Background: an optimization exercise with open tools, aiming at small area, a short achievable clock period and few clock cycles. Do not read the settings as production practice.
At most, simulation tests tie the RTL to the original design; equivalence was not proved.

==> pepper <==
==> flow/design.v <==
`default_nettype none
module skl_add #(parameter W = 32) (
    input  [W-1:0] a,
    input  [W-1:0] b,
    input          cin,
    output [W-1:0] s,
    output         cout
);
    wire [W-1:0] g0 = a & b;
    wire [W-1:0] p0 = a ^ b;
    reg [W-1:0] g, p;
    integer i, l;
    always @(*) begin
        g = g0;
        p = p0;
        g[0] = g0[0] | (p0[0] & cin);
        for (l = 0; (1 << l) < W; l = l + 1)
            for (i = W - 1; i >= 0; i = i - 1)
                if (((i >> l) & 1) == 1) begin
                    g[i] = g[i] | (p[i] & g[((i >> l) << l) - 1]);
                    p[i] = p[i] & p[((i >> l) << l) - 1];
                end
    end
    assign s = p0 ^ {g[W-2:0], cin};
    assign cout = g[W-1];
endmodule
module Processor (
    input CLK,
    input reset,
    output [31:0] imem_addr,
    input  [31:0] imem_rdata,
    output [31:0] dmem_addr,
    output [31:0] dmem_wdata,
    output        dmem_we,
    output        dmem_re,
    input  [31:0] dmem_rdata
);
    reg        we_e, st_e, ld_e, jalr_e, br_e;
    reg        pt_e;
    reg [3:0]  rd_e;
    reg [2:0]  f3_e;
    reg        sub_e, sra_e, selalt_e;
    reg [31:0] a_e;
    reg [31:0] b_e;        
    reg [31:0] alt_e;      
    reg [11:0] imm_e;
    wire [31:0] immx_e = {{20{imm_e[11]}}, imm_e};
    wire [32:0] sum;
    skl_add #(32) u_sum (.a(a_e), .b(b_e), .cin(sub_e), .s(sum[31:0]), .cout(sum[32]));
    wire eq  = &(a_e ^ b_e);
    wire ltu = ~sum[32];
    wire lt  = (a_e[31] == b_e[31]) ? a_e[31] : sum[31];
    wire left = ~f3_e[2];
    reg [31:0] a_rev;
    integer i;
    always @(*) for (i = 0; i < 32; i = i + 1) a_rev[i] = a_e[31 - i];
    wire [31:0] sh_in = left ? a_rev : a_e;
    wire fill = sra_e & a_e[31] & ~left;
    reg [31:0] sh_w;
    always @(*) begin
        sh_w = sh_in;
        if (b_e[0]) sh_w = {{1{fill}}, sh_w[31:1]};
        if (b_e[1]) sh_w = {{2{fill}}, sh_w[31:2]};
        if (b_e[2]) sh_w = {{4{fill}}, sh_w[31:4]};
        if (b_e[3]) sh_w = {{8{fill}}, sh_w[31:8]};
        if (b_e[4]) sh_w = {{16{fill}}, sh_w[31:16]};
    end
    reg [31:0] sh_rev;
    always @(*) for (i = 0; i < 32; i = i + 1) sh_rev[i] = sh_w[31 - i];
    wire [31:0] shres = left ? sh_rev : sh_w;
    reg [31:0] alu;
    always @(*) begin
        case (f3_e)
            3'b000: alu = sum[31:0];
            3'b001: alu = shres;
            3'b010: alu = {31'd0, lt};
            3'b011: alu = {31'd0, ltu};
            3'b100: alu = a_e ^ b_e;
            3'b101: alu = shres;
            3'b110: alu = a_e | b_e;
            default: alu = a_e & b_e;
        endcase
    end
    wire [31:0] res_e = ld_e ? dmem_rdata : selalt_e ? alt_e : alu;
    reg cond;
    always @(*) begin
        case (f3_e)
            3'b000: cond = eq;
            3'b001: cond = ~eq;
            3'b100: cond = lt;
            3'b101: cond = ~lt;
            3'b110: cond = ltu;
            3'b111: cond = ~ltu;
            default: cond = 1'b0;
        endcase
    end
    wire mispred = br_e & (cond ^ pt_e);
    wire redirect = mispred | jalr_e;
    wire [31:0] addr;
    wire addr_co;
    skl_add #(32) u_addr (.a(a_e), .b(immx_e), .cin(1'b0), .s(addr), .cout(addr_co));
    wire [31:0] rtgt = jalr_e ? addr : alt_e;
    assign dmem_addr = addr;
    assign dmem_wdata = b_e;
    assign dmem_we = st_e;
    assign dmem_re = ld_e;
    reg [31:0] rf [1:15];
    always @(posedge CLK) begin
        if (we_e) rf[rd_e] <= res_e;
    end
    reg [31:0] pc;
    wire [31:0] ins = imem_rdata;
    wire [6:0] op = ins[6:0];
    wire [2:0] f3 = ins[14:12];
    wire is_r    = (op == 7'b0110011);
    wire is_i    = (op == 7'b0010011);
    wire is_ld   = (op == 7'b0000011);
    wire is_st   = (op == 7'b0100011);
    wire is_br   = (op == 7'b1100011);
    wire is_jal  = (op == 7'b1101111);
    wire is_jalr = (op == 7'b1100111);
    wire is_lui  = (op == 7'b0110111);
    wire is_aui  = (op == 7'b0010111);
    wire [3:0] ra1 = ins[18:15];
    wire [3:0] ra2 = ins[23:20];
    wire [3:0] rd  = ins[10:7];
    reg [31:0] rf1, rf2;
    integer k;
    always @(*) begin
        rf1 = 32'd0;
        rf2 = 32'd0;
        for (k = 1; k < 16; k = k + 1) begin
            rf1 = rf1 | ({32{ra1 == k}} & rf[k]);
            rf2 = rf2 | ({32{ra2 == k}} & rf[k]);
        end
    end
    wire [31:0] rs1 = (we_e && rd_e == ra1) ? res_e : rf1;
    wire [31:0] rs2 = (we_e && rd_e == ra2) ? res_e : rf2;
    wire [31:0] imm_b = {{20{ins[31]}}, ins[7], ins[30:25], ins[11:8], 1'b0};
    wire [31:0] imm_j = {{12{ins[31]}}, ins[19:12], ins[20], ins[30:21], 1'b0};
    wire [31:0] imm_u = {ins[31:12], 12'b0};
    wire [31:0] pc4;
    wire pc4_co;
    skl_add #(30) u_pc4 (.a(pc[31:2]), .b(30'd1), .cin(1'b0), .s(pc4[31:2]), .cout(pc4_co));
    assign pc4[1:0] = pc[1:0];
    wire [31:0] imm_t = ins[3] ? imm_j : ~ins[6] ? imm_u : imm_b;
    wire [31:0] tgt;
    wire tgt_co;
    skl_add #(32) u_tgt (.a(pc), .b(imm_t), .cin(1'b0), .s(tgt), .cout(tgt_co));
    wire pt = is_jal | (is_br & ins[31]);
    wire sub_f = (is_r & ins[30] & (f3 == 3'b000)) | ((is_r | is_i) & (f3[2:1] == 2'b01)) | is_br;
    wire [31:0] srcb_f = (is_r | is_br | is_st) ? rs2 : {{20{ins[31]}}, ins[31:20]};
    assign imem_addr = pc;
    always @(posedge CLK or posedge reset) begin
        if (reset) pc <= 32'd0;
        else if (redirect) pc <= rtgt;
        else if (pt) pc <= tgt;
        else pc <= pc4;
    end
    wire kill = redirect;    
    always @(posedge CLK or posedge reset) begin
        if (reset) begin
            we_e <= 1'b0; st_e <= 1'b0; ld_e <= 1'b0; jalr_e <= 1'b0; br_e <= 1'b0;
        end else begin
            we_e   <= ~kill & (is_r | is_i | is_ld | is_jal | is_jalr | is_lui | is_aui) & (rd != 4'd0);
            st_e   <= ~kill & is_st;
            ld_e   <= ~kill & is_ld;
            jalr_e <= ~kill & is_jalr;
            br_e   <= ~kill & is_br;
        end
    end
    always @(posedge CLK) begin
        pt_e     <= pt;
        rd_e     <= rd;
        f3_e     <= (is_r | is_i | is_br) ? f3 : 3'b000;
        sub_e    <= sub_f;
        sra_e    <= ins[30];
        selalt_e <= is_jal | is_jalr | is_lui | is_aui;
        a_e      <= rs1;
        b_e      <= srcb_f ^ {32{sub_f}};
        imm_e    <= is_st ? {ins[31:25], ins[11:7]} : ins[31:20];
        alt_e    <= is_lui ? imm_u : (is_aui | (is_br & ~pt)) ? tgt : pc4;
    end
endmodule
==> flow/flow/run.sh <==
#!/bin/bash
export SETUP_SLACK_MARGIN=6
export BUFFER_PORTS_ARGS="-buffer_cell sky130_fd_sc_hd__buf_2"
bash standard.sh > standard.log 2>&1
==> flow/standard.sh <==
#!/bin/bash
# synth_recipe.tcl (not shown) runs the flow's synth.tcl, then flattens the netlist and writes it again
# the make line also repeats each setting of config.mk as NAME=value (left out here)
make -C /OpenROAD-flow-scripts/flow DESIGN_CONFIG=/design/flow/config.mk WORK_HOME=/design/flow/orfs CLKGATE_MAP_FILE= SYNTH_SCRIPT=/design/flow/synth_recipe.tcl "${@:-finish}"
==> flow/config.mk <==
export PLATFORM = sky130hd
export DESIGN_NAME = Processor
export DESIGN_NICKNAME = Processor
export VERILOG_FILES = /design/flow/design.v
export SDC_FILE = /design/flow/constraint.sdc
export NUM_CORES = 4
export LEC_CHECK = 0
export CAP_MARGIN = 20
export CORE_MARGIN = 2
export CORE_UTILIZATION = 40
export SLEW_MARGIN = 20
==> flow/constraint.sdc <==
create_clock -name core_clock -period 12.0 [get_ports {CLK}]
set_input_delay 2.4000 -clock core_clock [delete_from_list [all_inputs] [get_ports {CLK}]]
set_output_delay 2.4000 -clock core_clock [all_outputs]
set_load 0.01 [all_outputs]
==> inputs of willow, as changes to pepper <==
--- a/flow/design.v
+++ b/flow/design.v
@@ -1,27 +1,2 @@
 `default_nettype none
-module skl_add #(parameter W = 32) (
-    input  [W-1:0] a,
-    input  [W-1:0] b,
-    input          cin,
-    output [W-1:0] s,
-    output         cout
-);
-    wire [W-1:0] g0 = a & b;
-    wire [W-1:0] p0 = a ^ b;
-    reg [W-1:0] g, p;
-    integer i, l;
-    always @(*) begin
-        g = g0;
-        p = p0;
-        g[0] = g0[0] | (p0[0] & cin);
-        for (l = 0; (1 << l) < W; l = l + 1)
-            for (i = W - 1; i >= 0; i = i - 1)
-                if (((i >> l) & 1) == 1) begin
-                    g[i] = g[i] | (p[i] & g[((i >> l) << l) - 1]);
-                    p[i] = p[i] & p[((i >> l) << l) - 1];
-                end
-    end
-    assign s = p0 ^ {g[W-2:0], cin};
-    assign cout = g[W-1];
-endmodule
 module Processor (
@@ -41,5 +16,4 @@
     reg [2:0]  f3_e;
-    reg        sub_e, sra_e, selalt_e;
-    reg [31:0] a_e;
-    reg [31:0] b_e;        
+    reg        sub_e, sra_e, useb_e, selalt_e;
+    reg [31:0] a_e, b_e;
     reg [31:0] alt_e;      
@@ -47,7 +21,7 @@
     wire [31:0] immx_e = {{20{imm_e[11]}}, imm_e};
-    wire [32:0] sum;
-    skl_add #(32) u_sum (.a(a_e), .b(b_e), .cin(sub_e), .s(sum[31:0]), .cout(sum[32]));
-    wire eq  = &(a_e ^ b_e);
+    wire [31:0] srcb = useb_e ? b_e : immx_e;
+    wire [32:0] sum = {1'b0, a_e} + {1'b0, sub_e ? ~srcb : srcb} + {32'd0, sub_e};
+    wire eq  = (sum[31:0] == 32'd0);
     wire ltu = ~sum[32];
-    wire lt  = (a_e[31] == b_e[31]) ? a_e[31] : sum[31];
+    wire lt  = (a_e[31] ^ srcb[31]) ? a_e[31] : sum[31];
     wire left = ~f3_e[2];
@@ -58,14 +32,6 @@
     wire fill = sra_e & a_e[31] & ~left;
-    reg [31:0] sh_w;
-    always @(*) begin
-        sh_w = sh_in;
-        if (b_e[0]) sh_w = {{1{fill}}, sh_w[31:1]};
-        if (b_e[1]) sh_w = {{2{fill}}, sh_w[31:2]};
-        if (b_e[2]) sh_w = {{4{fill}}, sh_w[31:4]};
-        if (b_e[3]) sh_w = {{8{fill}}, sh_w[31:8]};
-        if (b_e[4]) sh_w = {{16{fill}}, sh_w[31:16]};
-    end
+    wire [63:0] sh_w = {{32{fill}}, sh_in} >> srcb[4:0];
     reg [31:0] sh_rev;
     always @(*) for (i = 0; i < 32; i = i + 1) sh_rev[i] = sh_w[31 - i];
-    wire [31:0] shres = left ? sh_rev : sh_w;
+    wire [31:0] shres = left ? sh_rev : sh_w[31:0];
     reg [31:0] alu;
@@ -77,6 +43,6 @@
             3'b011: alu = {31'd0, ltu};
-            3'b100: alu = a_e ^ b_e;
+            3'b100: alu = a_e ^ srcb;
             3'b101: alu = shres;
-            3'b110: alu = a_e | b_e;
-            default: alu = a_e & b_e;
+            3'b110: alu = a_e | srcb;
+            default: alu = a_e & srcb;
         endcase
@@ -98,7 +64,4 @@
     wire redirect = mispred | jalr_e;
-    wire [31:0] addr;
-    wire addr_co;
-    skl_add #(32) u_addr (.a(a_e), .b(immx_e), .cin(1'b0), .s(addr), .cout(addr_co));
-    wire [31:0] rtgt = jalr_e ? addr : alt_e;
-    assign dmem_addr = addr;
+    wire [31:0] rtgt = jalr_e ? sum[31:0] : alt_e;
+    assign dmem_addr = sum[31:0];
     assign dmem_wdata = b_e;
@@ -126,12 +89,4 @@
     wire [3:0] rd  = ins[10:7];
-    reg [31:0] rf1, rf2;
-    integer k;
-    always @(*) begin
-        rf1 = 32'd0;
-        rf2 = 32'd0;
-        for (k = 1; k < 16; k = k + 1) begin
-            rf1 = rf1 | ({32{ra1 == k}} & rf[k]);
-            rf2 = rf2 | ({32{ra2 == k}} & rf[k]);
-        end
-    end
+    wire [31:0] rf1 = (ra1 == 4'd0) ? 32'd0 : rf[ra1];
+    wire [31:0] rf2 = (ra2 == 4'd0) ? 32'd0 : rf[ra2];
     wire [31:0] rs1 = (we_e && rd_e == ra1) ? res_e : rf1;
@@ -141,13 +96,6 @@
     wire [31:0] imm_u = {ins[31:12], 12'b0};
-    wire [31:0] pc4;
-    wire pc4_co;
-    skl_add #(30) u_pc4 (.a(pc[31:2]), .b(30'd1), .cin(1'b0), .s(pc4[31:2]), .cout(pc4_co));
-    assign pc4[1:0] = pc[1:0];
+    wire [31:0] pc4 = pc + 32'd4;
     wire [31:0] imm_t = ins[3] ? imm_j : ~ins[6] ? imm_u : imm_b;
-    wire [31:0] tgt;
-    wire tgt_co;
-    skl_add #(32) u_tgt (.a(pc), .b(imm_t), .cin(1'b0), .s(tgt), .cout(tgt_co));
+    wire [31:0] tgt = pc + imm_t;
     wire pt = is_jal | (is_br & ins[31]);
-    wire sub_f = (is_r & ins[30] & (f3 == 3'b000)) | ((is_r | is_i) & (f3[2:1] == 2'b01)) | is_br;
-    wire [31:0] srcb_f = (is_r | is_br | is_st) ? rs2 : {{20{ins[31]}}, ins[31:20]};
     assign imem_addr = pc;
@@ -175,7 +123,8 @@
         f3_e     <= (is_r | is_i | is_br) ? f3 : 3'b000;
-        sub_e    <= sub_f;
+        sub_e    <= (is_r & ins[30] & (f3 == 3'b000)) | ((is_r | is_i) & (f3[2:1] == 2'b01)) | is_br;
         sra_e    <= ins[30];
+        useb_e   <= is_r | is_br;
         selalt_e <= is_jal | is_jalr | is_lui | is_aui;
         a_e      <= rs1;
-        b_e      <= srcb_f ^ {32{sub_f}};
+        b_e      <= rs2;
         imm_e    <= is_st ? {ins[31:25], ins[11:7]} : ins[31:20];
==> flow/run.sh (new file) <==
#!/bin/bash
# synth_recipe.tcl (not shown) runs the flow's synth.tcl, then flattens the netlist and writes it again
# the make line also repeats each setting of config.mk as NAME=value (left out here)
make -C /OpenROAD-flow-scripts/flow DESIGN_CONFIG=/design/flow/config.mk WORK_HOME=/design/flow/orfs CLKGATE_MAP_FILE= SYNTH_SCRIPT=/design/flow/synth_recipe.tcl finish
removed: flow/flow/run.sh
removed: flow/standard.sh
==> inputs of onyx, as changes to pepper <==
--- a/flow/design.v
+++ b/flow/design.v
@@ -1,27 +1,2 @@
 `default_nettype none
-module skl_add #(parameter W = 32) (
-    input  [W-1:0] a,
-    input  [W-1:0] b,
-    input          cin,
-    output [W-1:0] s,
-    output         cout
-);
-    wire [W-1:0] g0 = a & b;
-    wire [W-1:0] p0 = a ^ b;
-    reg [W-1:0] g, p;
-    integer i, l;
-    always @(*) begin
-        g = g0;
-        p = p0;
-        g[0] = g0[0] | (p0[0] & cin);
-        for (l = 0; (1 << l) < W; l = l + 1)
-            for (i = W - 1; i >= 0; i = i - 1)
-                if (((i >> l) & 1) == 1) begin
-                    g[i] = g[i] | (p[i] & g[((i >> l) << l) - 1]);
-                    p[i] = p[i] & p[((i >> l) << l) - 1];
-                end
-    end
-    assign s = p0 ^ {g[W-2:0], cin};
-    assign cout = g[W-1];
-endmodule
 module Processor (
@@ -41,5 +16,4 @@
     reg [2:0]  f3_e;
-    reg        sub_e, sra_e, selalt_e;
-    reg [31:0] a_e;
-    reg [31:0] b_e;        
+    reg        sub_e, sra_e, useb_e, selalt_e;
+    reg [31:0] a_e, b_e;
     reg [31:0] alt_e;      
@@ -47,7 +21,7 @@
     wire [31:0] immx_e = {{20{imm_e[11]}}, imm_e};
-    wire [32:0] sum;
-    skl_add #(32) u_sum (.a(a_e), .b(b_e), .cin(sub_e), .s(sum[31:0]), .cout(sum[32]));
-    wire eq  = &(a_e ^ b_e);
+    wire [31:0] srcb = useb_e ? b_e : immx_e;
+    wire [32:0] sum = {1'b0, a_e} + {1'b0, sub_e ? ~srcb : srcb} + {32'd0, sub_e};
+    wire eq  = (sum[31:0] == 32'd0);
     wire ltu = ~sum[32];
-    wire lt  = (a_e[31] == b_e[31]) ? a_e[31] : sum[31];
+    wire lt  = (a_e[31] ^ srcb[31]) ? a_e[31] : sum[31];
     wire left = ~f3_e[2];
@@ -58,14 +32,6 @@
     wire fill = sra_e & a_e[31] & ~left;
-    reg [31:0] sh_w;
-    always @(*) begin
-        sh_w = sh_in;
-        if (b_e[0]) sh_w = {{1{fill}}, sh_w[31:1]};
-        if (b_e[1]) sh_w = {{2{fill}}, sh_w[31:2]};
-        if (b_e[2]) sh_w = {{4{fill}}, sh_w[31:4]};
-        if (b_e[3]) sh_w = {{8{fill}}, sh_w[31:8]};
-        if (b_e[4]) sh_w = {{16{fill}}, sh_w[31:16]};
-    end
+    wire [63:0] sh_w = {{32{fill}}, sh_in} >> srcb[4:0];
     reg [31:0] sh_rev;
     always @(*) for (i = 0; i < 32; i = i + 1) sh_rev[i] = sh_w[31 - i];
-    wire [31:0] shres = left ? sh_rev : sh_w;
+    wire [31:0] shres = left ? sh_rev : sh_w[31:0];
     reg [31:0] alu;
@@ -77,6 +43,6 @@
             3'b011: alu = {31'd0, ltu};
-            3'b100: alu = a_e ^ b_e;
+            3'b100: alu = a_e ^ srcb;
             3'b101: alu = shres;
-            3'b110: alu = a_e | b_e;
-            default: alu = a_e & b_e;
+            3'b110: alu = a_e | srcb;
+            default: alu = a_e & srcb;
         endcase
@@ -98,7 +64,4 @@
     wire redirect = mispred | jalr_e;
-    wire [31:0] addr;
-    wire addr_co;
-    skl_add #(32) u_addr (.a(a_e), .b(immx_e), .cin(1'b0), .s(addr), .cout(addr_co));
-    wire [31:0] rtgt = jalr_e ? addr : alt_e;
-    assign dmem_addr = addr;
+    wire [31:0] rtgt = jalr_e ? sum[31:0] : alt_e;
+    assign dmem_addr = sum[31:0];
     assign dmem_wdata = b_e;
@@ -126,12 +89,4 @@
     wire [3:0] rd  = ins[10:7];
-    reg [31:0] rf1, rf2;
-    integer k;
-    always @(*) begin
-        rf1 = 32'd0;
-        rf2 = 32'd0;
-        for (k = 1; k < 16; k = k + 1) begin
-            rf1 = rf1 | ({32{ra1 == k}} & rf[k]);
-            rf2 = rf2 | ({32{ra2 == k}} & rf[k]);
-        end
-    end
+    wire [31:0] rf1 = (ra1 == 4'd0) ? 32'd0 : rf[ra1];
+    wire [31:0] rf2 = (ra2 == 4'd0) ? 32'd0 : rf[ra2];
     wire [31:0] rs1 = (we_e && rd_e == ra1) ? res_e : rf1;
@@ -141,13 +96,6 @@
     wire [31:0] imm_u = {ins[31:12], 12'b0};
-    wire [31:0] pc4;
-    wire pc4_co;
-    skl_add #(30) u_pc4 (.a(pc[31:2]), .b(30'd1), .cin(1'b0), .s(pc4[31:2]), .cout(pc4_co));
-    assign pc4[1:0] = pc[1:0];
+    wire [31:0] pc4 = pc + 32'd4;
     wire [31:0] imm_t = ins[3] ? imm_j : ~ins[6] ? imm_u : imm_b;
-    wire [31:0] tgt;
-    wire tgt_co;
-    skl_add #(32) u_tgt (.a(pc), .b(imm_t), .cin(1'b0), .s(tgt), .cout(tgt_co));
+    wire [31:0] tgt = pc + imm_t;
     wire pt = is_jal | (is_br & ins[31]);
-    wire sub_f = (is_r & ins[30] & (f3 == 3'b000)) | ((is_r | is_i) & (f3[2:1] == 2'b01)) | is_br;
-    wire [31:0] srcb_f = (is_r | is_br | is_st) ? rs2 : {{20{ins[31]}}, ins[31:20]};
     assign imem_addr = pc;
@@ -175,7 +123,8 @@
         f3_e     <= (is_r | is_i | is_br) ? f3 : 3'b000;
-        sub_e    <= sub_f;
+        sub_e    <= (is_r & ins[30] & (f3 == 3'b000)) | ((is_r | is_i) & (f3[2:1] == 2'b01)) | is_br;
         sra_e    <= ins[30];
+        useb_e   <= is_r | is_br;
         selalt_e <= is_jal | is_jalr | is_lui | is_aui;
         a_e      <= rs1;
-        b_e      <= srcb_f ^ {32{sub_f}};
+        b_e      <= rs2;
         imm_e    <= is_st ? {ins[31:25], ins[11:7]} : ins[31:20];
==> flow/run.sh (new file) <==
#!/bin/bash
# synth_recipe.tcl (not shown) runs the flow's synth.tcl, then flattens the netlist and writes it again
# the make line also repeats each setting of config.mk as NAME=value (left out here)
make -C /OpenROAD-flow-scripts/flow DESIGN_CONFIG=/design/flow/config.mk WORK_HOME=/design/flow/orfs CLKGATE_MAP_FILE= SYNTH_SCRIPT=/design/flow/synth_recipe.tcl finish
- SETUP_SLACK_MARGIN: not set -> 5
removed: flow/flow/run.sh
removed: flow/standard.sh
==> summary.txt <==
commonest cells after routing, fill and taps aside=edfxtp_1 (480), nand2_1 (246), a21oi_1 (240); multi-input logic area=19300 um^2; run status=complete, no violations; Worst path slowest cell=clkdlybuf4s50_1; Post-Route WL=146 mm
That was onyx.
==> summary.txt <==
run status=complete, no violations; commonest cells after routing, fill and taps aside=edfxtp_1 (480), nand2_1 (246), a21oi_1 (246); Worst path slowest cell=dfxtp_2; Post-Route WL=146 mm
That was willow.
==> summary.txt <==
commonest cells after routing, fill and taps aside=edfxtp_1 (480), a22oi_1 (294), nand2_1 (224); Post-Route WL=165 mm; Worst path slowest cell=xor2_1; run status=complete, no violations; multi-input logic area=18300 um^2; post-synthesis cell type count=90
That was pepper.
Testbench counts of willow, summed over its fixed seeds: cycles 108,335.
Testbench counts of onyx, summed over its fixed seeds: cycles 108,335.
Only the layout flow was run in pepper; the RTL was not checked for function there.

==> static timing again, ports no longer ideal <==
The flow's constraints put no driver on any port. The routed layouts listed below were extracted and timed again, unchanged, in two steps. Step 1: set_driving_cell puts a clkbuf_16 on CLK and a buf_2 on each other input, an assumption about the parent block. Step 2 moves the port delays by t, midway between the first and last clock arrival at a register: inputs arrive t later, outputs are due t later. That takes back most of the time a late clock gives input paths. Three values: ideal ports, drivers, drivers and shift; two values: the first two.
| run | shift t [ns] | setup slack, ns | worst setup path at the end |
|---|---|---|---|
| pepper | 0.700 | 6.040 / 5.975 / 5.760 | input to register |
| willow | 0.700 | 3.704 / 3.629 / 4.328 | register to output |
| onyx | 0.700 | 5.031 / 4.956 / 4.802 | input to register |
After both steps every run listed still meets setup and hold. The setup slack of pepper, which loses most, moves by -0.065 ns with the drivers and by -0.280 ns with both steps.
